Background: an optimization exercise with open tools, aiming at small area. Do not read the settings as production practice.
Where RTL was checked, it was by simulation tests only, not by an equivalence proof against the original.
Power and IR drop assume default switching activity.

== old ==
==> flow/design.v <==
module aoi222 (input wire a0, a1, b0, b1, c0, c1, output wire y);
	assign y = ~((a0 & a1) | (b0 & b1) | (c0 & c1));
endmodule
module nand4 (input wire a, b, c, d, output wire y);
	assign y = ~(a & b & c & d);
endmodule
module nand2b (input wire an, b, output wire y);
	assign y = an | ~b;
endmodule
module rd_bit (input wire [14:0] sel, input wire [14:0] w, output wire y);
	wire [4:0] t;
	wire v;
	genvar k;
	generate for (k = 0; k < 5; k = k + 1) begin : g_tri
		aoi222 a (sel[3*k], w[3*k], sel[3*k+1], w[3*k+1], sel[3*k+2], w[3*k+2], t[k]);
	end endgenerate
	nand4 n0 (t[0], t[1], t[2], t[3], v);
	nand2b n1 (v, t[4], y);
endmodule
module and4 (input wire a, b, c, d, output wire y);
	assign y = a & b & c & d;
endmodule
module nor4 (input wire a, b, c, d, output wire y);
	assign y = ~(a | b | c | d);
endmodule
module andn (input wire a, bn, output wire y);
	assign y = a & ~bn;
endmodule
module and2 (input wire a, b, output wire y);
	assign y = a & b;
endmodule
module nor2 (input wire a, b, output wire y);
	assign y = ~(a | b);
endmodule
module xor2 (input wire a, b, output wire y);
	assign y = a ^ b;
endmodule
module xnor2 (input wire a, b, output wire y);
	assign y = ~(a ^ b);
endmodule
module ctrl (input wire [3:0] cnt, input wire wr, rd, reset,
             output wire full, empty, we, output wire [3:0] cnt_d, output wire last_re_d);
	wire re;
	wire [3:0] t, x;
	wire [2:0] e;
	and4  g_full  (cnt[0], cnt[1], cnt[2], cnt[3], full);
	nor4  g_empty (cnt[0], cnt[1], cnt[2], cnt[3], empty);
	andn  g_we    (wr, full, we);
	andn  g_re    (rd, empty, re);
	xor2  g_t0    (we, re, t[0]);
	genvar i;
	generate for (i = 0; i < 3; i = i + 1) begin : g_chain
		xnor2 g_e (cnt[i], we, e[i]);
		and2  g_t (t[i], e[i], t[i+1]);
	end endgenerate
	generate for (i = 0; i < 4; i = i + 1) begin : g_next
		xnor2 g_x (cnt[i], t[i], x[i]);
		nor2  g_n (reset, x[i], cnt_d[i]);
	end endgenerate
	andn  g_lr    (re, reset, last_re_d);
endmodule
module dec2e (input wire [1:0] a, input wire en, output wire [3:0] y);
	assign y[0] = en & ~a[1] & ~a[0];
	assign y[1] = en & ~a[1] &  a[0];
	assign y[2] = en &  a[1] & ~a[0];
	assign y[3] = en &  a[1] &  a[0];
endmodule
module dec2 (input wire [1:0] a, output wire [3:0] y);
	assign y[0] = ~a[1] & ~a[0];
	assign y[1] = ~a[1] &  a[0];
	assign y[2] =  a[1] & ~a[0];
	assign y[3] =  a[1] &  a[0];
endmodule
module dec (input wire [3:0] cnt, input wire en, output wire [14:0] sel);
	wire [3:0] lo, hi;
	dec2e dl (cnt[1:0], en, lo);
	dec2  dh (cnt[3:2], hi);
	genvar k;
	generate for (k = 0; k < 15; k = k + 1) begin : g_dec
		and2 n (lo[k % 4], hi[k / 4], sel[k]);
	end endgenerate
endmodule
module fifo(input wire clk, reset, wr, rd, input wire [15:0] d_in,
            output wire full, empty, output wire [15:0] d_out);
	reg [3:0] cnt;       
	reg last_re;         
	reg [239:0] sr;      
	wire we, last_re_d;
	wire [3:0] cnt_d;
	ctrl c0 (cnt, wr, rd, reset, full, empty, we, cnt_d, last_re_d);
	always @(posedge clk) begin
		cnt     <= cnt_d;
		last_re <= last_re_d;
	end
	always @(posedge clk)
		if (we) sr <= {sr[223:0], d_in};
	wire [14:0] sel;
	dec d0 (cnt, last_re, sel);
	genvar k, b;
	generate for (b = 0; b < 16; b = b + 1) begin : g_rd
		wire [14:0] col;
		for (k = 0; k < 15; k = k + 1) begin : g_col
			assign col[k] = sr[16*k + b];
		end
		rd_bit r (sel, col, d_out[b]);
	end endgenerate
endmodule
==> flow/config.mk <==
export PLATFORM = sky130hd
export DESIGN_NAME = fifo
export DESIGN_NICKNAME = fifo
export VERILOG_FILES = /design/flow/design.v
export SDC_FILE = /design/flow/constraint.sdc
export NUM_CORES = 4
export LEC_CHECK = 0
export CAP_MARGIN = 20
export CORE_MARGIN = 2
export CORE_UTILIZATION = 60
export PLACE_DENSITY = 0.75
export SLEW_MARGIN = 20
export SYNTH_HIERARCHICAL = 1
export SYNTH_MINIMUM_KEEP_SIZE = 0
==> flow/constraint.sdc <==
create_clock -name core_clock -period 5.0 [get_ports {clk}]
set_input_delay 1.0000 -clock core_clock [delete_from_list [all_inputs] [get_ports {clk}]]
set_output_delay 1.0000 -clock core_clock [all_outputs]
set_load 0.01 [all_outputs]
standard.sh (not shown) runs the stock make flow with config.mk's settings and CLKGATE_MAP_FILE= SYNTH_SCRIPT=/design/flow/synth_recipe.tcl, a recipe that flattens the netlist after the stock synthesis.
==> flow/flow/run.sh <==
#!/bin/bash
# The standard ORFS flow (standard.sh, which also runs the standard
# synthesis), with three changes to how the layout is made:
#  - ports are buffered with the smallest buffer (buf_1) instead of the
#    default clkdlybuf4s50_1;
#  - CTS clusters about 20 registers per clkbuf_8 under a clkbuf_4 root
#    and adds no dummy loads;
#  - after placement repair, gates are sized down where timing and the
#    slew/capacitance limits allow, see post_resize.tcl and downsize.tcl.
set -euo pipefail
here=$(pwd)
export BUFFER_PORTS_ARGS="-buffer_cell sky130_fd_sc_hd__buf_1"
export CTS_ARGS="-sink_clustering_enable -repair_clock_nets -dont_use_dummy_load -buf_list sky130_fd_sc_hd__clkbuf_8 -sink_clustering_size 20 -sink_clustering_max_diameter 60 -root_buf sky130_fd_sc_hd__clkbuf_4"
export POST_RESIZE_TCL="$here/flow/post_resize.tcl"
bash standard.sh finish > "$here/flow_make.log" 2>&1
Other scripts of this flow, unchanged in this note and not shown: flow/flow/downsize.tcl, flow/flow/post_resize.tcl
Here is what was changed in the inputs of new compared with old.
--- a/flow/design.v
+++ b/flow/design.v
@@ -27,13 +27,10 @@
 	assign y = a & ~bn;
 endmodule
 module and2 (input wire a, b, output wire y);
 	assign y = a & b;
 endmodule
-module nor2 (input wire a, b, output wire y);
-	assign y = ~(a | b);
-endmodule
 module xor2 (input wire a, b, output wire y);
 	assign y = a ^ b;
 endmodule
 module xnor2 (input wire a, b, output wire y);
 	assign y = ~(a ^ b);
@@ -57,29 +54,32 @@
 		xnor2 g_x (cnt[i], t[i], x[i]);
 		nor2  g_n (reset, x[i], cnt_d[i]);
 	end endgenerate
 	andn  g_lr    (re, reset, last_re_d);
 endmodule
-module dec2e (input wire [1:0] a, input wire en, output wire [3:0] y);
-	assign y[0] = en & ~a[1] & ~a[0];
-	assign y[1] = en & ~a[1] &  a[0];
-	assign y[2] = en &  a[1] & ~a[0];
-	assign y[3] = en &  a[1] &  a[0];
+module dec2n (input wire [1:0] a, input wire en, output wire [3:0] yn);
+	assign yn[0] = ~(en & ~a[1] & ~a[0]);
+	assign yn[1] = ~(en & ~a[1] &  a[0]);
+	assign yn[2] = ~(en &  a[1] & ~a[0]);
+	assign yn[3] = ~(en &  a[1] &  a[0]);
 endmodule
-module dec2 (input wire [1:0] a, output wire [3:0] y);
-	assign y[0] = ~a[1] & ~a[0];
-	assign y[1] = ~a[1] &  a[0];
-	assign y[2] =  a[1] & ~a[0];
-	assign y[3] =  a[1] &  a[0];
+module dec2nn (input wire [1:0] a, output wire [3:0] yn);
+	assign yn[0] = ~(~a[1] & ~a[0]);
+	assign yn[1] = ~(~a[1] &  a[0]);
+	assign yn[2] = ~( a[1] & ~a[0]);
+	assign yn[3] = ~( a[1] &  a[0]);
+endmodule
+module nor2 (input wire a, b, output wire y);
+	assign y = ~(a | b);
 endmodule
 module dec (input wire [3:0] cnt, input wire en, output wire [14:0] sel);
-	wire [3:0] lo, hi;
-	dec2e dl (cnt[1:0], en, lo);
-	dec2  dh (cnt[3:2], hi);
+	wire [3:0] lon, hin;
+	dec2n dl (cnt[1:0], en, lon);
+	dec2nn dh (cnt[3:2], hin);
 	genvar k;
 	generate for (k = 0; k < 15; k = k + 1) begin : g_dec
-		and2 n (lo[k % 4], hi[k / 4], sel[k]);
+		nor2 n (lon[k % 4], hin[k / 4], sel[k]);
 	end endgenerate
 endmodule
 module fifo(input wire clk, reset, wr, rd, input wire [15:0] d_in,
             output wire full, empty, output wire [15:0] d_out);
 	reg [3:0] cnt;       
==> notes.md <==
- Power density relative to cell area: new vs old up 0.70%
- For old, the origin of the worst setup path was cnt[0], unlike new, where it was cnt[1].
- Comparing clock distribution power for new and old, the bigger number came from new.
- Relative to old, final non-filler cell total increased by 1.9% in new.
- Vias: new above old
- Register-to-register setup slack delta for new relative to old: 0.02 ns higher
- When new is set beside old, its area taken by multi-input logic gates turns out to be 2.6% smaller.
- Going from old to new, maximum frequency dropped 7.2%, cell area reported after detailed placement essentially unchanged.
- old -> new: area of the die decreased slightly
- Routed wire length in new is about 8% higher than in old
- Critical path depth (lower): old

* * *

== oak ==
fifo, a different RTL version from the one above (not shown whole).
Size in the first run: about 470 cells after synthesis, about 250 flip-flops, ~38 I/O pins, ~0.0089 sq mm of cells after synthesis.
==> module oai22, before the edit <==
module oai22 (input wire a, b, c, d, output wire y);
	assign y = ~((a | b) & (c | d));
endmodule
==> module oai21, before the edit <==
module oai21 (input wire a, b, c, output wire y);
	assign y = ~((a | b) & c);
endmodule
==> module nor4, before the edit <==
module nor4 (input wire a, b, c, d, output wire y);
	assign y = ~(a | b | c | d);
endmodule
==> module rd_bit, before the edit <==
module rd_bit (input wire [14:0] nsel, input wire [14:0] w, input wire en, output wire y);
	wire [7:0] t;
	wire l, h;
	genvar k;
	generate for (k = 0; k < 7; k = k + 1) begin : g_pair
		oai22 o (nsel[2*k], w[2*k], nsel[2*k+1], w[2*k+1], t[k]);
	end endgenerate
	oai21 o7 (nsel[14], w[14], en, t[7]);
	wire [1:0] u;
	nor4 n0 (t[0], t[1], t[2], t[3], u[0]);
	nor4 n1 (t[4], t[5], t[6], t[7], u[1]);
	assign y = &u;
endmodule
==> module dec2, before the edit <==
module dec2 (input wire [1:0] a, output wire [3:0] y);
	assign y[0] = ~a[1] & ~a[0];
	assign y[1] = ~a[1] &  a[0];
	assign y[2] =  a[1] & ~a[0];
	assign y[3] =  a[1] &  a[0];
endmodule
==> module nand2, before the edit <==
module nand2 (input wire a, b, output wire y);
	assign y = ~(a & b);
endmodule
==> module dec, before the edit <==
module dec (input wire [3:0] cnt, output wire [14:0] nsel);
	wire [3:0] lo, hi;
	dec2 dl (cnt[1:0], lo);
	dec2 dh (cnt[3:2], hi);
	genvar k;
	generate for (k = 0; k < 15; k = k + 1) begin : g_dec
		nand2 n (lo[k % 4], hi[k / 4], nsel[k]);
	end endgenerate
endmodule
==> module fifo, before the edit <==
module fifo(input wire clk, reset, wr, rd, input wire [15:0] d_in,
            output wire full, empty, output wire [15:0] d_out);
	reg [3:0] cnt;       
	reg last_re;         
	reg [239:0] sr;      
	wire we, last_re_d;
	wire [3:0] cnt_d;
	ctrl c0 (cnt, wr, rd, reset, full, empty, we, cnt_d, last_re_d);
	always @(posedge clk) begin
		cnt     <= cnt_d;
		last_re <= last_re_d;
	end
	always @(posedge clk)
		if (we) sr <= {sr[223:0], d_in};
	wire [14:0] nsel;
	dec d0 (cnt, nsel);
	genvar k, b;
	generate for (b = 0; b < 16; b = b + 1) begin : g_rd
		wire [14:0] col;
		for (k = 0; k < 15; k = k + 1) begin : g_col
			assign col[k] = sr[16*k + b];
		end
		rd_bit r (nsel, col, last_re, d_out[b]);
	end endgenerate
endmodule
export LEC_CHECK = 0
export CAP_MARGIN = 20
export CORE_MARGIN = 2
export CORE_UTILIZATION = 60
export PLACE_DENSITY = 0.75
export SLEW_MARGIN = 20
export SYNTH_HIERARCHICAL = 1
export SYNTH_MINIMUM_KEEP_SIZE = 0
create_clock -name core_clock -period 5.0 [get_ports {clk}]
==> flow/flow/run.sh <==
#!/bin/bash
# The standard ORFS flow (standard.sh, which also runs the standard
# synthesis), with three changes to how the layout is made:
#  - ports are buffered with the smallest buffer (buf_1) instead of the
#    default clkdlybuf4s50_1;
#  - CTS clusters about 20 registers per clkbuf_8 and adds no dummy loads;
#  - after placement repair, gates are sized down where timing and the
#    slew/capacitance limits allow, see post_resize.tcl and downsize.tcl.
set -euo pipefail
here=$(pwd)
export BUFFER_PORTS_ARGS="-buffer_cell sky130_fd_sc_hd__buf_1"
export CTS_ARGS="-sink_clustering_enable -repair_clock_nets -dont_use_dummy_load -buf_list sky130_fd_sc_hd__clkbuf_8 -sink_clustering_size 20 -sink_clustering_max_diameter 60"
export POST_RESIZE_TCL="$here/flow/post_resize.tcl"
bash standard.sh finish > "$here/flow_make.log" 2>&1
==> flow/flow/downsize.tcl <==
# Greedy downsizing: try each combinational cell at a smaller drive
# strength of the same function; keep the change only if the worst setup
# slack stays above a margin and no max-slew, max-capacitance or
# max-fanout violation is added.
proc ds_counts {} {
  return [expr {[sta::max_slew_violation_count] + [sta::max_capacitance_violation_count] + [sta::max_fanout_violation_count]}]
}
proc ds_run { margin } {
  estimate_parasitics -placement
  set base_viol [ds_counts]
  set saved 0.0
  set n 0
  foreach inst [get_cells *] {
    set name [get_property $inst full_name]
    set m [get_property $inst ref_name]
    if {![regexp {^(sky130_fd_sc_hd__[a-z0-9]+)_([0-9]+)$} $m -> base sz]} { continue }
    if {[regexp {df|dl|tap|fill|decap|conb|clk|probe|lpflow} $base]} { continue }
    foreach c {0 1 2 4 6} {
      if {$c >= $sz} { break }
      set lc [get_lib_cells -quiet */${base}_$c]
      if {$lc eq ""} { continue }
      set a0 [get_property [get_lib_cells */$m] area]
      set a1 [get_property $lc area]
      if {$a1 >= $a0} { continue }
      replace_cell $name ${base}_$c
      estimate_parasitics -placement
      if {[sta::worst_slack_cmd max] >= $margin && [ds_counts] <= $base_viol} {
        set saved [expr {$saved + $a0 - $a1}]
        incr n
        break
      }
      replace_cell $name $m
      estimate_parasitics -placement
    }
  }
  puts "downsize: $n cells, [format %.2f $saved] um2 saved, worst slack [sta::worst_slack_cmd max]"
}
==> flow/flow/post_resize.tcl <==
# After placement repair: size gates down where timing and the slew,
# capacitance and fanout limits allow (downsize.tcl).
source [file join [file dirname [info script]] downsize.tcl]
ds_run 0.5e-9
[inputs] pine vs oak
==> flow/design.v <==
module aoi222 (input wire a0, a1, b0, b1, c0, c1, output wire y);
	assign y = ~((a0 & a1) | (b0 & b1) | (c0 & c1));
endmodule
module nand4 (input wire a, b, c, d, output wire y);
	assign y = ~(a & b & c & d);
endmodule
module nand2b (input wire an, b, output wire y);
	assign y = an | ~b;
endmodule
module rd_bit (input wire [14:0] sel, input wire [14:0] w, output wire y);
	wire [4:0] t;
	wire v;
	genvar k;
	generate for (k = 0; k < 5; k = k + 1) begin : g_tri
		aoi222 a (sel[3*k], w[3*k], sel[3*k+1], w[3*k+1], sel[3*k+2], w[3*k+2], t[k]);
	end endgenerate
	nand4 n0 (t[0], t[1], t[2], t[3], v);
	nand2b n1 (v, t[4], y);
endmodule
module ctrl (input wire [3:0] cnt, input wire wr, rd, reset,
             output wire full, empty, we, output wire [3:0] cnt_d, output wire last_re_d);
	wire re, up, dn;
	wire [3:0] t;
	assign empty = ~(cnt[0] | cnt[1] | cnt[2] | cnt[3]);
	assign full  = cnt[0] & cnt[1] & cnt[2] & cnt[3];
	assign we = wr & ~full;
	assign re = rd & ~empty;
	assign up = we & ~re;
	assign dn = re & ~we;
	assign t[0] = up | dn;
	assign t[1] = (up & cnt[0]) | (dn & ~cnt[0]);
	assign t[2] = (up & cnt[0] & cnt[1]) | (dn & ~cnt[0] & ~cnt[1]);
	assign t[3] = (up & cnt[0] & cnt[1] & cnt[2]) | (dn & ~cnt[0] & ~cnt[1] & ~cnt[2]);
	assign cnt_d = {4{~reset}} & (cnt ^ t);
	assign last_re_d = ~reset & re;
endmodule
module dec2n (input wire [1:0] a, input wire en, output wire [3:0] yn);
	assign yn[0] = ~(en & ~a[1] & ~a[0]);
	assign yn[1] = ~(en & ~a[1] &  a[0]);
	assign yn[2] = ~(en &  a[1] & ~a[0]);
	assign yn[3] = ~(en &  a[1] &  a[0]);
endmodule
module nor2 (input wire a, b, output wire y);
	assign y = ~(a | b);
endmodule
module dec (input wire [3:0] cnt, input wire en, output wire [14:0] sel);
	wire [3:0] lon, hin;
	dec2n dl (cnt[1:0], en, lon);
	dec2n dh (cnt[3:2], 1'b1, hin);
	genvar k;
	generate for (k = 0; k < 15; k = k + 1) begin : g_dec
		nor2 n (lon[k % 4], hin[k / 4], sel[k]);
	end endgenerate
endmodule
module fifo(input wire clk, reset, wr, rd, input wire [15:0] d_in,
            output wire full, empty, output wire [15:0] d_out);
	reg [3:0] cnt;       
	reg last_re;         
	reg [239:0] sr;      
	wire we, last_re_d;
	wire [3:0] cnt_d;
	ctrl c0 (cnt, wr, rd, reset, full, empty, we, cnt_d, last_re_d);
	always @(posedge clk) begin
		cnt     <= cnt_d;
		last_re <= last_re_d;
	end
	always @(posedge clk)
		if (we) sr <= {sr[223:0], d_in};
	wire [14:0] sel;
	dec d0 (cnt, last_re, sel);
	genvar k, b;
	generate for (b = 0; b < 16; b = b + 1) begin : g_rd
		wire [14:0] col;
		for (k = 0; k < 15; k = k + 1) begin : g_col
			assign col[k] = sr[16*k + b];
		end
		rd_bit r (sel, col, d_out[b]);
	end endgenerate
endmodule
Results
- Of the two candidates, oak has the better standby leakage power and pine the worse one.
- Going from oak to pine, design area grew slightly.
- Synthesized cell count, pine and oak: smaller value in pine
- Relative to oak, switching power decreased by 0.35 mW in pine.
- pine has total stage count of the critical path above what oak had.
- Compared pine vs oak, and count of clock-buffer cells in the layout is up in pine.
- Going from oak to pine, sequential share of layout area shows a reduction of 0.30 points, site row count fell about 2.3%, smallest setup slack after layout decreased by 0.0055 ns relative to the old numbers, global-route wire length before repair fell by about 2.4%, adder and majority cell fraction of the synthesized area essentially unchanged.
- On pine: post-route total power is 0.48 mW lower than what oak gave.
- The weighted congestion at the end of routability-driven global placement in pine was higher than what oak gave.
- Wire length after detailed routing essentially unchanged between pine and oak.
Only the layout flow was run in pine; the RTL was not checked for function there.

[what the ideal ports hide]
The flow's constraints put no driver on any port. The routed layouts listed below were extracted and timed again, unchanged, in two steps. Step 1 sets driving cells, clkbuf_16 on the clock port and buf_2 on the other inputs (assumed; they add their load-dependent delay and slew). Step 2, shift: input delay + t, output delay - t, t = (earliest + latest rising clock arrival at the registers) / 2. This alone moves slack from input paths to output paths. a / b / c = ideal ports / drivers / drivers and shift; a / b = the first two.
run	shift t [ns]	setup WS [ns]	pins driven straight from the clock port
old	0.605	1.090 / 1.052 / 1.657	1
new	0.629	0.786 / 0.749 / 1.378	1
oak	0.535	0.916 / 0.879 / 1.414	1
pine	0.517	0.911 / 0.873 / 1.390	1
After both steps setup and hold are still met in every run listed.
